Source: an optimization exercise on an open RTL-to-GDS flow (aim: small area). Production flows keep margins and buffers that such runs may drop.
Only simulation tests tie the RTL to the original design; equivalence was not proved.
No activity file was given, so power comes from the tool's default toggle rates.

## flow/constraint.sdc

```tcl
create_clock -name core_clock -period 10.0 [get_ports {i_clk}]
set_input_delay 2.0000 -clock core_clock [delete_from_list [all_inputs] [get_ports {i_clk}]]
set_output_delay 2.0000 -clock core_clock [all_outputs]
set_load 0.01 [all_outputs]
```

## flow/run.sh

```bash
#!/bin/bash
# synth_recipe.tcl (not shown) runs the flow's synth.tcl, then flattens the netlist and writes it again
# the make line also repeats each setting of config.mk as NAME=value (left out here)
make -C /OpenROAD-flow-scripts/flow DESIGN_CONFIG=/design/flow/config.mk WORK_HOME=/design/flow/orfs CLKGATE_MAP_FILE= SYNTH_SCRIPT=/design/flow/synth_recipe.tcl finish
```

## flow/design.v

```verilog
`timescale 1ns / 1ps
module BCDToFND_Decoder(
    input [3:0] i_value,
    output [7:0] o_font
    );
    reg [7:0] r_font;
    assign o_font = r_font;
    always @(*) begin
        r_font = 8'hff;
        case (i_value)
            4'h0 : r_font = 8'hc0;
            4'h1 : r_font = 8'hf9;
            4'h2 : r_font = 8'ha4;
            4'h3 : r_font = 8'hb0;
            4'h4 : r_font = 8'h99;
            4'h5 : r_font = 8'h92;
            4'h6 : r_font = 8'h82;
            4'h7 : r_font = 8'hf8;
            4'h8 : r_font = 8'h80;
            4'h9 : r_font = 8'h98;
            4'ha : r_font = 8'h7f;   
        endcase
    end
endmodule
`timescale 1ns / 1ps
module ClockDivider_Digit(
    input i_clk, i_reset,
    output o_tick
    );
    reg r_clk;
    reg [31:0] r_counter;
    assign o_tick = (r_counter == 5 - 1) & ~r_clk;
    always @(posedge i_clk or posedge i_reset) begin
        if(i_reset) begin
            r_clk <= 0;
            r_counter <= 0;
        end
        else begin
            if(r_counter == 5 - 1) begin
                r_counter <= 0;
                r_clk <= ~ r_clk;
            end
            else begin
                r_counter <= r_counter + 1;
            end
        end
    end
endmodule
`timescale 1ns / 1ps
module ClockDivider_TimeClock(
    input i_clk, i_reset,
    output o_tick
    );
    reg r_clk;
    reg [31:0] r_counter;
    assign o_tick = (r_counter == 1 - 1) & ~r_clk;
    always @(posedge i_clk or posedge i_reset) begin
        if(i_reset) begin
            r_clk <= 0;
            r_counter <= 0;
        end
        else begin
            if(r_counter == 1 - 1) begin
                r_counter <= 0;
                r_clk <= ~ r_clk;
            end
            else begin
                r_counter <= r_counter + 1;
            end
        end
    end
endmodule
`timescale 1ns / 1ps
module Comparator(
    input [6:0] i_msec,
    output [3:0] o_fndDP
    );
    assign o_fndDP = (i_msec < 50) ? 10 : 11;
endmodule
`timescale 1ns / 1ps
module Counter_FND(
    input i_clk,
    input i_reset,
    input i_en,
    output [2:0] o_digitPosition
    );
    reg [2:0] r_digitPosition;
    assign o_digitPosition = r_digitPosition;
    always @(posedge i_clk or posedge i_reset) begin
        if(i_reset) begin
            r_digitPosition <= 0;
        end
        else if(i_en) begin
            r_digitPosition <= r_digitPosition + 1;
        end
    end
endmodule
`timescale 1ns / 1ps
module Counter_TimeClock(
    input i_clk, i_reset, i_en,
    output [5:0] o_hour, o_min, o_sec,
    output [6:0] o_msec
    );
    reg [5:0] r_hour, r_min, r_sec;
    reg [6:0] r_msec;
    assign o_hour = r_hour;
    assign o_min = r_min;
    assign o_sec = r_sec;
    assign o_msec = r_msec;
    always @(posedge i_clk or posedge i_reset) begin
        if(i_reset) begin
            r_hour <= 0;
            r_min <= 0;
            r_sec <= 0;
            r_msec <= 0;
        end
        else if(i_en) begin
            if(r_msec == 99) begin
                r_msec <= 0;
                if(r_sec == 59) begin
                    r_sec <= 0;
                    if(r_min == 59) begin
                        r_min <= 0;
                        if(r_hour == 23) begin
                            r_hour <= 0;
                        end
                        else begin
                            r_hour <= r_hour + 1;
                        end
                    end
                    else begin
                        r_min <= r_min + 1;
                    end
                end
                else begin
                    r_sec <= r_sec + 1;
                end
            end
            else begin
                r_msec <= r_msec + 1;
            end
        end
    end
endmodule
`timescale 1ns / 1ps
module Decoder_3x4(
    input i_OnOffSW,
    input [2:0] i_digitPosition,
    output [3:0] o_Digit
    );
    reg [3:0] r_Digit;
    assign o_Digit = r_Digit;
    always @(*) begin
        if(i_OnOffSW) begin
            r_Digit = 4'b1111;
        end
        else begin
            r_Digit = 4'b1111;
            case (i_digitPosition)
                3'b000 : r_Digit = 4'b1110;
                3'b001 : r_Digit = 4'b1101;
                3'b010 : r_Digit = 4'b1011;
                3'b011 : r_Digit = 4'b0111;
                3'b100 : r_Digit = 4'b1110;
                3'b101 : r_Digit = 4'b1101;
                3'b110 : r_Digit = 4'b1011;
                3'b111 : r_Digit = 4'b0111;
            endcase
        end
    end
endmodule
`timescale 1ns / 1ps
module MUX_2x1(
    input i_modeSW,
    input [3:0] i_value_HourMin, i_value_SecMsec,
    output [3:0] o_value
    );
    reg [3:0] r_value;
    assign o_value = r_value;
    always @(*) begin
        case (i_modeSW)
            1'b0 : r_value = i_value_HourMin;
            1'b1 : r_value = i_value_SecMsec;
        endcase
    end
endmodule
`timescale 1ns / 1ps
module MUX_8x1(
    input [3:0] i_in_1, i_in_2, i_in_3, i_in_4, i_dot_1, i_dot_2, i_dot_3, i_dot_4,
    input [2:0] i_digitPosition,
    output [3:0] o_value
    );
    reg [3:0] r_value;
    assign o_value = r_value;
    always @(*) begin
        case (i_digitPosition)
            3'b000 : r_value = i_in_4;
            3'b001 : r_value = i_in_3;
            3'b010 : r_value = i_in_2;
            3'b011 : r_value = i_in_1;
            3'b100 : r_value = i_dot_4;
            3'b101 : r_value = i_dot_3;
            3'b110 : r_value = i_dot_2;
            3'b111 : r_value = i_dot_1;
        endcase
    end
endmodule
`timescale 1ns / 1ps
module digitDivider_HourMin(
    input [5:0] i_hour, i_min,
    output [3:0] o_10_hour, o_1_hour, o_10_min, o_1_min
    );
    assign o_10_hour = i_hour /10 % 10;
    assign o_1_hour = i_hour % 10;
    assign o_10_min = i_min / 10 % 10;
    assign o_1_min = i_min % 10;
endmodule
`timescale 1ns / 1ps
module digitDivier_SecMsec(
    input [5:0] i_sec,
    input [6:0] i_msec,
    output [3:0] o_10_sec, o_1_sec, o_10_msec, o_1_msec
    );
    assign o_10_sec = i_sec /10 % 10;
    assign o_1_sec = i_sec % 10;
    assign o_10_msec = i_msec / 10 % 10;
    assign o_1_msec = i_msec % 10;
endmodule
`timescale 1ns / 1ps
module TimeClock(
    input i_clk,
    input i_reset,
    input i_modeSW,
    input i_OnOffSW,
    output [3:0] o_FND_Digit,
    output [7:0] o_FND_Font
    );
    wire w_digit_tick;
    wire [2:0] w_digitPosition;
    wire w_time_tick;
    wire [5:0] w_hour, w_min, w_sec;
    wire [6:0] w_msec;
    wire [3:0] w_10_hour, w_1_hour, w_10_min, w_1_min, w_10_sec, w_1_sec, w_10_msec, w_1_msec;
    wire [3:0] w_fndDP;
    wire [3:0] w_hourmin_value, w_secmsec_value, w_value;
    ClockDivider_Digit clkdiv_digit(
        .i_clk(i_clk), 
        .i_reset(i_reset),
        .o_tick(w_digit_tick)
    );
    Counter_FND count_fnd(
        .i_clk(i_clk),
        .i_reset(i_reset),
        .i_en(w_digit_tick),
        .o_digitPosition(w_digitPosition)
    );
    Decoder_3x4 Digit(
        .i_OnOffSW(i_OnOffSW),
        .i_digitPosition(w_digitPosition),
        .o_Digit(o_FND_Digit)
    );
    ClockDivider_TimeClock clkdiv_time(
        .i_clk(i_clk), 
        .i_reset(i_reset),
        .o_tick(w_time_tick)
    );
    Counter_TimeClock count_time(
        .i_clk(i_clk),
        .i_reset(i_reset),
        .i_en(w_time_tick),
        .o_hour(w_hour), 
        .o_min(w_min), 
        .o_sec(w_sec),
        .o_msec(w_msec)
    );
    digitDivider_HourMin digitdiv_HourMin(
        .i_hour(w_hour), 
        .i_min(w_min), 
        .o_10_hour(w_10_hour),
        .o_1_hour(w_1_hour), 
        .o_10_min(w_10_min), 
        .o_1_min(w_1_min)
    );
    digitDivier_SecMsec digitdiv_SecMsec(
        .i_sec(w_sec),
        .i_msec(w_msec),
        .o_10_sec(w_10_sec), 
        .o_1_sec(w_1_sec), 
        .o_10_msec(w_10_msec), 
        .o_1_msec(w_1_msec)
    );
    Comparator comp(
        .i_msec(w_msec),
        .o_fndDP(w_fndDP)
    );
    MUX_8x1 HorMin(
        .i_in_1(w_10_hour),
        .i_in_2(w_1_hour), 
        .i_in_3(w_10_min), 
        .i_in_4(w_1_min), 
        .i_dot_1(11), 
        .i_dot_2(w_fndDP), 
        .i_dot_3(11), 
        .i_dot_4(11),
        .i_digitPosition(w_digitPosition),
        .o_value(w_hourmin_value)
    );
    MUX_8x1 SecMsec(
        .i_in_1(w_10_sec),
        .i_in_2(w_1_sec), 
        .i_in_3(w_10_msec), 
        .i_in_4(w_1_msec), 
        .i_dot_1(11), 
        .i_dot_2(w_fndDP), 
        .i_dot_3(11), 
        .i_dot_4(11),
        .i_digitPosition(w_digitPosition),
        .o_value(w_secmsec_value)
    );
    MUX_2x1 ModeSelect(
        .i_modeSW(i_modeSW),
        .i_value_HourMin(w_hourmin_value), 
        .i_value_SecMsec(w_secmsec_value),
        .o_value(w_value)
    );
    BCDToFND_Decoder Font(
        .i_value(w_value),
        .o_font(o_FND_Font)
    );
endmodule
```

## flow/config.mk

```make
export PLATFORM = sky130hd
export DESIGN_NAME = TimeClock
export DESIGN_NICKNAME = TimeClock
export VERILOG_FILES = /design/flow/design.v
export SDC_FILE = /design/flow/constraint.sdc
export NUM_CORES = 4
export LEC_CHECK = 0
export CAP_MARGIN = 20
export CORE_MARGIN = 2
export CORE_UTILIZATION = 40
export SLEW_MARGIN = 20
```

==> impl_metrics.yaml <==
worst_setup_path:
  reg2reg_to: "count_time.r_hour[3]$_DFFE_PP0P_"
  critPathCapture: "o_FND_Font[1]"
  crit_path_cell_trace: "ha_1 -> ha_1 -> nand2b_4 -> inv_1 -> ha_1 -> or2b_2 -> o31ai_4 -> nor3b_2 -> xor2_1 -> a311o_1 -> a2111o_2 -> o31ai_2 -> o41ai_4 -> ha_1 -> nor2b_1 -> o21ai_0 -> clkdlybuf4s50_1"
  crit_fanout: 18
  r2r_slack_ps: 6730
  worstSetupEndpointType: "output port"
  crit_type: "reg -> out"
  worstPathArrival_ps: 6200
  cp_slowest_cell: "ha_1"
  critical_path.most_common_cell: "ha_1"
  crit_start: "count_fnd.r_digitPosition[0]$_DFFE_PP0P_"
  crit_required_ps: 8000
  max_stage_delay_ps: 690
  rr_worst_depth: 9
  reg2reg_from: "clkdiv_time.r_counter[0]$_DFF_PP0_"
  cp-start-kind: "flip-flop"
synth:
  ys_seq_area_frac: 0.3398
  synth_nets: 768
  syn_area_per_cell_sq_um: 9.406
  ys.warnings.count: 14
  yosysUniqueCellTypes: 98
  synth_edf_count: 0
  synth_ff_type: "dfrtp_1"
  async_flop_share: 1.000
  ys_seq_elements: 94
  postSynthCellCount: 736
  syn-cell-area_sq_um: 6923
pwr:
  fin_total_pwr_mw: 0.7647
  leakage_nw: 3.151
  irDropWorstVdd_uv: 109.7
  powerDensity_nw_per_um2: 101.9
placed_design:
  dpl-instance-area_sq_um: 7168
  port_buffers: 15
  gp_congestion: 0.8750
  dpl.hpwl_mm: 10.82
cts:
  cts_tree: "yes"
  clock_sinks: 94
  postCtsSetupBuffers: 0
  hold_buffers: 0
  cts_resized: 0
  cts_max_path_buffers: 2
  clkTransAtPathRegs_ps: 60
  clock_latency_ps: 340
  htreeDepth: 3
  numCtsBuffers: 9
  clockRootBuffer: "clkbuf_16"
layout:
  area_growth_syn_to_layout_pct: 8.368
  layout-drive-gt1-share: 0.1120
  diodes: 0
  layout_commonest_cell: "dfrtp_1"
  mostFrequentLayoutCells: "dfrtp_1 (94), nand2_1 (65), xnor2_1 (56), nand3_1 (52), nor2_1 (43)"
  final_area_sq_um: 7502
  final_nets: 768
  fin_util: 0.4383
sta:
  finalHoldViolations: 0
  fmax_ghz: 0.1220
  setup_viol: 0
  max_slew.worst_pin.slew_ps: 787.9
  min_period_over_period: 0.8196
  slew_viol_final: 0
  period_minus_slack_ps: 8196
  rsz0062_at_grt: "false"
  max_slew_margin: 0.4742
  finClkSkew_ps: 9.958
  fin_setup_tns_ps: 0
route:
  routed_via_density: 5.671
  dr_total_vias: 5478
  avgRoutedWirePerCell_um: 15.20
  drt_iter0_drc: 494
  ant_nets: 0
  drc: 0
  drt-total-wl_mm: 14.69
  drt_first_pass_iters: 5
global_route:
  grt_usage: 0.1653
  grt_max_degree: 49
  grt_pass1_wl_mm: 25.06
  antenna_found_initial: 0
  grt_pass1_vias: 5280
  grt_overflow: 0
die:
  core_sq_um: 17120
  rows: 48
  die_y_um: 135.6
  num_io_pins: 16
  initial_core_util: 0.4045
  dieArea_sq_um: 18380
  chipWidth_um: 135.6
min_path:
  hold_class: "reg -> reg"
run:
  cap_violations: 0
status:
  status: "finished clean"
[state kept, by name, summed over array words and instances (netlist names)]
name	count
clkdiv_digit.r_clk	1
count_time.r_hour	6
count_time.r_msec	7
clkdiv_time.r_counter	32
count_time.r_sec	6
clkdiv_digit.r_counter	32
count_time.r_min	6
count_fnd.r_digitPosition	3
clkdiv_time.r_clk	1
[kinds of logic (layout without fill, tap and decap cells)]
family                   Yosys count  after routing  share of synthesized area
XOR/XNOR                          73             73                    0.09235
AO/OA/AOI/OAI                    146            146                     0.1735
multiplexers                      26             26                    0.05115
flip-flops                        94             94                     0.3398
AND/OR/NAND/NOR                  308            308                     0.2440
buffers and inverters             60             65                    0.04699
adder cells (fa/ha/maj)           29             29                    0.05223
[area by class of cell]
type,count,area (sq um)
Clock buffer,12,256.5
Clock inverter,4,77.57
Fill cell,1658,9614
Inverter,32,123.9
Multi-Input combinational cell,582,4245
Sequential cell,94,2352
Tap cell,225,281.5
Timing Repair Buffer,17,165.2
[worst min path at each step]
stage,cells past startpoint,from,end
after floorplan,1,clkdiv_digit.r_clk$_DFFE_PP0N_,clkdiv_digit.r_clk$_DFFE_PP0N_
after global placement,1,clkdiv_digit.r_clk$_DFFE_PP0N_,clkdiv_digit.r_clk$_DFFE_PP0N_
after detailed placement,1,clkdiv_digit.r_clk$_DFFE_PP0N_,clkdiv_digit.r_clk$_DFFE_PP0N_
after CTS,1,clkdiv_digit.r_clk$_DFFE_PP0N_,clkdiv_digit.r_clk$_DFFE_PP0N_
after global routing,1,clkdiv_time.r_clk$_DFFE_PP0N_,clkdiv_time.r_clk$_DFFE_PP0N_
final,1,clkdiv_digit.r_clk$_DFFE_PP0N_,clkdiv_digit.r_clk$_DFFE_PP0N_
[worst max-delay path: cells and delay by family, from the launching register on]
kind / cells / cell delay [ps]
adders and majority gates: 4 / 1680
DFF: 1 / 390
xor gates and xnor gates: 1 / 450
buffers and inverters: 2 / 800
and+or+nand+nor: 4 / 1280
AOI/OAI and AO/OA: 6 / 1260
[power breakdown]
part | switching (mW) | internal, mW
sequential | 0 | 0.380
combinational | 0.00841 | 0.00230
clock | 0.140 | 0.234
total | 0.148 | 0.617
[synth_stat cells, drive strengths merged (8+ instances only)]
master	instances	area [sq um]
a21oi	22	113.9
a32oi	8	85.08
and2	10	65.06
and3	17	111.4
buf	11	98.84
clkbuf	17	103.9
dfrtp	94	2352
ha	28	350.3
inv	32	122.6
mux2	14	176.4
mux2i	11	155.2
nand2	65	244.0
nand2b	17	121.4
nand3	52	260.3
nand4	23	143.9
nor2	46	185.2
nor2b	9	56.30
nor3	16	85.08
nor4	17	118.9
o211ai	9	82.58
o21ai	26	133.9
or3	8	51.30
xnor2	56	490.5
xor2	17	148.9
[per-layer routing]
metal / part of all wire / up-vias / global-route usage
li1: - / 2718 / -
met1: 0.47 / 2646 / 0.2252
met2: 0.48 / 100 / 0.2736
met3: 0.033 / 14 / 0.02469
met4: 0.013 / 0 / 0.04745
met5: 0 / - / 0
[per-stage QoR]
stage | cells | hold slack (ps) | worst slack (ps)
after floorplan | 736 | 443.0 | 3334
after global placement | 950 | 459.5 | 2474
after detailed placement | 950 | 457.2 | 2183
after CTS | 966 | 472.2 | 1802
after global routing | 966 | 498.0 | 1382
final | 966 | 468.5 | 1804

==> separate check: timing with driven ports <==
The results above use ideal ports. As a check the final layout listed here was re-extracted and re-timed, cells and wires unchanged.
Step 1, drivers: a clkbuf_16 drives i_clk and a buf_2 each remaining input, both assumed.
Step 2 times the ports against the registers' clock, not the clock port: input delays grow and output delays shrink by t, the midpoint of the rising clock arrivals with the driver on.
a / b / c = ideal ports / drivers / drivers and shift; a / b = the first two.
t (ns): 0.367
slack for setup (ns): 1.804 / 1.766 / 2.134
worst hold slack (ns): 0.469 / 0.469 / 0.469
worst setup path after step 2: register to output
cell pins on the clock port's net: 1
After both steps setup and hold are still met in this run. The setup slack of this run moves by -0.038 ns with the drivers and by +0.330 ns with both steps.
